Context: an optimization exercise on an open-source flow, tuned for small area, a short achievable clock period and few clock cycles. The choices shown serve that exercise and are no tape-out recipe. Only simulation tests tie the RTL to the original design; equivalence was not proved.

== the baseline ==
## anaModul
module anaModul
    (
    input   [31:0] sayi1,
    input   [31:0] sayi2,
    input   [2:0] tur,
    input   basla,
    input   clk,
    input   rst,
    output  [63:0] sonuc,
    output  hazir,
    output  gecerli,
    output  tasma
    );
    localparam K = 2;            
    localparam MSTEPS = (32 % K == 0) ? 32 : 33;
    localparam SREM = 16 % K;    
    reg        busy;
    reg [2:0]  op;
    reg [5:0]  cnt;              
    reg [63:0] P;
    reg [31:0] X;
    reg        gec, tas;
    wire op_add = (op == 3'd0);
    wire op_sub = (op == 3'd1);
    wire op_mul = (op == 3'd2);
    wire op_div = (op == 3'd3);
    wire op_sqr = (op == 3'd4);
    reg [31:0] hi, lo;
    reg [15:0] q, q1;
    reg [32:0] s;
    reg [33:0] a, b, sum;
    reg        ci, ge, ovf, neg;
    reg        rn;               
    reg [32:0] s0;               
    reg        ge0;
    integer i;
    wire dfirst = op_div & (cnt == 6'd0);
    wire skip32 = 1'b0;
    wire skip   = dfirst & (|X[31:24]);
    wire skip16 = dfirst & ~(|X[31:24]) & (|X[23:16]);
    wire sskip  = op_sqr & (cnt == 6'd0) & ~(|P[31:16]);
    always @* begin
  ...
==> module anaModul, before the edit <==
module anaModul
    (
    input   [31:0] sayi1,
    input   [31:0] sayi2,
    input   [2:0] tur,
    input   basla,
    input   clk,
    input   rst,
    output  [63:0] sonuc,
    output  hazir,
    output  gecerli,
    output  tasma
    );
    localparam K = 2;            
    localparam MSTEPS = (32 % K == 0) ? 32 : 33;
    localparam SREM = 16 % K;    
    reg        busy;
    reg [2:0]  op;
    reg [5:0]  cnt;              
    reg [63:0] P;
    reg [31:0] X;
    reg        gec, tas;
    wire op_add = (op == 3'd0);
    wire op_sub = (op == 3'd1);
    wire op_mul = (op == 3'd2);
    wire op_div = (op == 3'd3);
    wire op_sqr = (op == 3'd4);
    reg [31:0] hi, lo;
    reg [15:0] q, q1;
    reg [32:0] s;
    reg [33:0] a, b, sum;
    reg        ci, ge, ovf, neg;
    reg        rn;               
    reg [32:0] s0;               
    reg        ge0;
    integer i;
    wire dfirst = op_div & (cnt == 6'd0);
    wire skip32 = 1'b0;
    wire skip   = dfirst & (|X[31:24]);
    wire skip16 = dfirst & ~(|X[31:24]) & (|X[23:16]);
    wire sskip  = op_sqr & (cnt == 6'd0) & ~(|P[31:16]);
    always @* begin
        hi  = skip32 ? P[31:0] : skip ? {8'd0, P[31:8]} : skip16 ? {16'd0, P[31:16]} :
              (cnt == 6'd0) ? 32'd0 : P[63:32];
        lo  = skip32 ? 32'd0 : skip ? {P[7:0], 24'd0} : (skip16 | sskip) ? {P[15:0], 16'd0} : P[31:0];
        q   = (cnt == 6'd0) ? 16'd0 : X[15:0];
        ovf = 1'b0;
        neg = rn & (cnt != 6'd0);
        for (i = 0; i < K; i = i + 1) begin
            if (op_mul)
                a = {2'b0, hi};
            else if (i == 0 && (op_add | op_sub))
                a = {2'b0, lo};
            else
                a = {neg & op_div, hi, lo[31] & (cnt + i < 32)};
            if (op_mul)
                b = lo[0] ? {2'b0, X} : 34'd0;
            else if (op_sqr)
                b = ~{16'd0, q, ~lo[30]};
            else if (op_add | (op_div & neg))
                b = {2'b0, X};
            else
                b = ~{2'b0, X};
            ci  = ~(op_mul | op_add | (op_div & neg));
            sum = a + b + {33'd0, ci};
            s   = sum[32:0];
            ge  = ~sum[33];
            if (i == 0) begin s0 = s; ge0 = ge; end
            ovf = ovf | (lo[31] & (cnt + i >= 32));
            if (op_mul) begin
                hi = s[32:1];
                lo = {s[0], lo[31:1]};
            end else if (op_sqr) begin
                hi = {12'd0, ge ? {s[18:0], ~lo[30]} : {a[18:0], lo[30]}};
                lo = {lo[29:0], 2'b00};
                q  = {q[14:0], ge};
                if (i == SREM - 1) q1 = q;
            end else begin
                hi  = s[31:0];
                neg = ~ge;
                lo  = {lo[30:0], ge};
            end
        end
    end
    wire [5:0] cnt_n = (skip32 ? 6'd32 : skip ? 6'd24 : skip16 ? 6'd16 : sskip ? 6'd8 : cnt) + K;
    wire last = op_mul ? (cnt_n == MSTEPS) : op_div ? (cnt_n == 6'd48) : (cnt_n >= 6'd16);
    wire [15:0] qfin = (SREM == 0) ? q : q1;
    wire done = !(op_mul | op_div | op_sqr) || (op_div && X == 32'd0) || last;
    wire busy_n = rst ? 1'b0 : busy ? ~done : basla;
    reg  hazir_q;                
    always @(posedge clk) begin
        busy    <= busy_n;
        hazir_q <= ~busy_n;
    end
    always @(posedge clk) begin
        if (!busy) begin
            op  <= tur;
            cnt <= 6'd0;
            X   <= sayi2;
            if (basla)
                P[31:0] <= sayi1;
        end else begin
            cnt <= cnt_n;
            case (op)
            3'd0: begin
                P <= {15'd0, s0, 16'd0};
                gec <= 1'b1; tas <= 1'b0;
            end
            3'd1: begin
                P <= {{16{~ge0}}, s0[31:0], 16'd0};
                gec <= 1'b1; tas <= ~ge0;
            end
            3'd2: begin
                P <= {hi, lo};
                gec <= 1'b1; tas <= 1'b0;
            end
            3'd3: begin
                if (X == 32'd0) begin
                    P <= 64'd0; gec <= 1'b0; tas <= 1'b0;
                end else begin
                    rn <= neg;
                    if (cnt == 6'd0) tas <= 1'b0;
                    if (ovf) tas <= 1'b1;
                    gec <= 1'b1;
                    P <= last ? {16'd0, lo, 16'd0} : {hi, lo};
                end
            end
            3'd4: begin
                X[15:0] <= q;
                P <= last ? {24'd0, qfin, 24'd0} : {hi, lo};
                gec <= 1'b1; tas <= 1'b0;
            end
            default: begin
                P <= 64'd0; gec <= 1'b0; tas <= 1'b0;
            end
            endcase
        end
    end
    assign sonuc   = P;
    assign hazir   = hazir_q;
    assign gecerli = gec;
    assign tasma   = tas;
endmodule
Settings: LEC_CHECK=0, CAP_MARGIN=20, CORE_MARGIN=2, CORE_UTILIZATION=40, SLEW_MARGIN=20; clock period 55.0 ns.
run.sh (not shown) runs the stock make flow with config.mk's settings and CLKGATE_MAP_FILE= SYNTH_SCRIPT=/design/flow/synth_recipe.tcl, a recipe that flattens the netlist after the stock synthesis.
Testbench counts of the baseline, summed over its fixed seeds: cycles 14,587.
[inputs] the candidate vs the baseline
==> flow/design.v <==
module anaModul
    (
    input   [31:0] sayi1,
    input   [31:0] sayi2,
    input   [2:0] tur,
    input   basla,
    input   clk,
    input   rst,
    output  [63:0] sonuc,
    output  hazir,
    output  gecerli,
    output  tasma
    );
    localparam K = 2;            
    localparam MSTEPS = (32 % K == 0) ? 32 : 33;
    localparam SREM = 16 % K;    
    reg        busy;
    reg [2:0]  op;
    reg [5:0]  cnt;              
    reg [63:0] P;
    reg [31:0] X;
    reg        gec, tas;
    wire op_add = (op == 3'd0);
    wire op_sub = (op == 3'd1);
    wire op_mul = (op == 3'd2);
    wire op_div = (op == 3'd3);
    wire op_sqr = (op == 3'd4);
    reg [31:0] hi, lo;
    reg [15:0] q, q1;
    reg [32:0] s;
    reg [33:0] a, b, sum;
    reg        ci, ge, ovf, neg;
    reg        rn;               
    reg [32:0] s0;               
    reg        ge0;
    integer i;
    wire skip = op_div & (cnt == 6'd0) & (|X[31:24]);
    always @* begin
        hi  = skip ? {8'd0, P[31:8]}   : P[63:32];
        lo  = skip ? {P[7:0], 24'd0}   : P[31:0];
        q   = (cnt == 6'd0) ? 16'd0 : X[15:0];
        ovf = 1'b0;
        neg = rn & (cnt != 6'd0);
        for (i = 0; i < K; i = i + 1) begin
            if (op_mul)
                a = {2'b0, hi};
            else if (i == 0 && (op_add | op_sub))
                a = {2'b0, lo};
            else
                a = {neg & op_div, hi, lo[31] & (cnt + i < 32)};
            if (op_mul)
                b = lo[0] ? {2'b0, X} : 34'd0;
            else if (op_sqr)
                b = ~{16'd0, q, ~lo[30]};
            else if (op_add | (op_div & neg))
                b = {2'b0, X};
            else
                b = ~{2'b0, X};
            ci  = ~(op_mul | op_add | (op_div & neg));
            sum = a + b + {33'd0, ci};
            s   = sum[32:0];
            ge  = ~sum[33];
            if (i == 0) begin s0 = s; ge0 = ge; end
            ovf = ovf | (lo[31] & (cnt + i >= 32));
            if (op_mul) begin
                hi = s[32:1];
                lo = {s[0], lo[31:1]};
            end else if (op_sqr) begin
                hi = {12'd0, ge ? {s[18:0], ~lo[30]} : {a[18:0], lo[30]}};
                lo = {lo[29:0], 2'b00};
                q  = {q[14:0], ge};
                if (i == SREM - 1) q1 = q;
            end else begin
                hi  = s[31:0];
                neg = ~ge;
                lo  = {lo[30:0], ge};
            end
        end
    end
    wire [5:0] cnt_n = (skip ? 6'd24 : cnt) + K;
    wire last = op_mul ? (cnt_n == MSTEPS) : op_div ? (cnt_n == 6'd48) : (cnt_n >= 6'd16);
    wire [15:0] qfin = (SREM == 0) ? q : q1;
    wire done = !(op_mul | op_div | op_sqr) || (op_div && X == 32'd0) || last;
    wire busy_n = rst ? 1'b0 : busy ? ~done : basla;
    reg  hazir_q;                
    always @(posedge clk) begin
        busy    <= busy_n;
        hazir_q <= ~busy_n;
    end
    always @(posedge clk) begin
        if (!busy) begin
            if (basla) begin
                op  <= tur;
                cnt <= 6'd0;
                if (MSTEPS == 33 && tur == 3'd2)
                    P <= {31'd0, sayi1, 1'b0};
                else
                    P <= {32'd0, sayi1};
                X   <= sayi2;
            end
        end else begin
            cnt <= cnt_n;
            case (op)
            3'd0: begin
                P <= {15'd0, s0, 16'd0};
                gec <= 1'b1; tas <= 1'b0;
            end
            3'd1: begin
                P <= {{16{~ge0}}, s0[31:0], 16'd0};
                gec <= 1'b1; tas <= ~ge0;
            end
            3'd2: begin
                P <= {hi, lo};
                gec <= 1'b1; tas <= 1'b0;
            end
            3'd3: begin
                if (X == 32'd0) begin
                    P <= 64'd0; gec <= 1'b0; tas <= 1'b0;
                end else begin
                    rn <= neg;
                    if (cnt == 6'd0) tas <= 1'b0;
                    if (ovf) tas <= 1'b1;
                    gec <= 1'b1;
                    P <= last ? {16'd0, lo, 16'd0} : {hi, lo};
                end
            end
            3'd4: begin
                X[15:0] <= q;
                P <= last ? {24'd0, qfin, 24'd0} : {hi, lo};
                gec <= 1'b1; tas <= 1'b0;
            end
            default: begin
                P <= 64'd0; gec <= 1'b0; tas <= 1'b0;
            end
            endcase
        end
    end
    assign sonuc   = P;
    assign hazir   = hazir_q;
    assign gecerli = gec;
    assign tasma   = tas;
endmodule
Notes after the runs:
The candidate reached the end of the flow, and the finished layout is clean on the timing, design-rule and antenna checks.
The baseline: all stages complete, timing, DRC and antenna checks passed
STATUS die area: the candidate wins against the baseline
Compared with the baseline, the candidate shows first-pass GRT wire length higher by about 0.8%.
Period utilization: the baseline vs the candidate — no meaningful difference
The candidate ended up with sky130_fd_sc_hd__nand2_1 as its commonest non-fill, non-tap cell in the layout; the baseline ended up with sky130_fd_sc_hd__nor2_1.
Compared the baseline against the candidate; utilization within noise.
Higher starting DRC count in detailed routing goes to the baseline over the candidate.
Diff the baseline -> the candidate | proportion of cell area occupied by registers | increase of 0.47 points
In the final reports, the cell area of the candidate is smaller than that of the baseline.
Looking at the candidate and the baseline, the initial core utilization is a wash.
The non-clock buffer count in the final layout number comes out lower for the baseline vs the candidate.
Delta (the candidate minus the baseline): number of nets produced by synthesis moved up; ratio of cells with drive above 1 in the final layout now smaller; maximum frequency grew by 0.58%; met3 wirelength from detailed routing now larger.
Testbench counts of the candidate, summed over its fixed seeds: cycles 15,231.

-- static timing again, ports no longer ideal --
How much do the figures lean on ideal ports? The routed layouts below were timed once more, with nothing changed but the port constraints.
Step 1 assumes that a clkbuf_16 drives the clock port and a buf_2 every other input.
Step 2 adds t to the input delays and takes it off the output delays; t is the mean of the earliest and latest rising clock arrival at the registers after step 1. Input paths then give back, and output paths get back, about the clock's delay inside the block.
a / b / c = ideal ports / drivers / drivers and shift; a / b = the first two.
run | t (ns) | slack for setup (ns) | clock arrival spread, ns | worst register clock-pin slew, ns | worst slew at a driven data input, ns
the baseline | 0.448 | 42.211 / 42.159 / 42.555 | 0.021 / 0.021 | 0.10 / 0.10 | 0.06
the candidate | 0.443 | 42.285 / 42.231 / 42.158 | 0.015 / 0.015 | 0.09 / 0.09 | 0.06
After both steps setup and hold are still met in every run listed. The setup slack of the candidate, which loses most, moves by -0.054 ns with the drivers and by -0.127 ns with both steps.
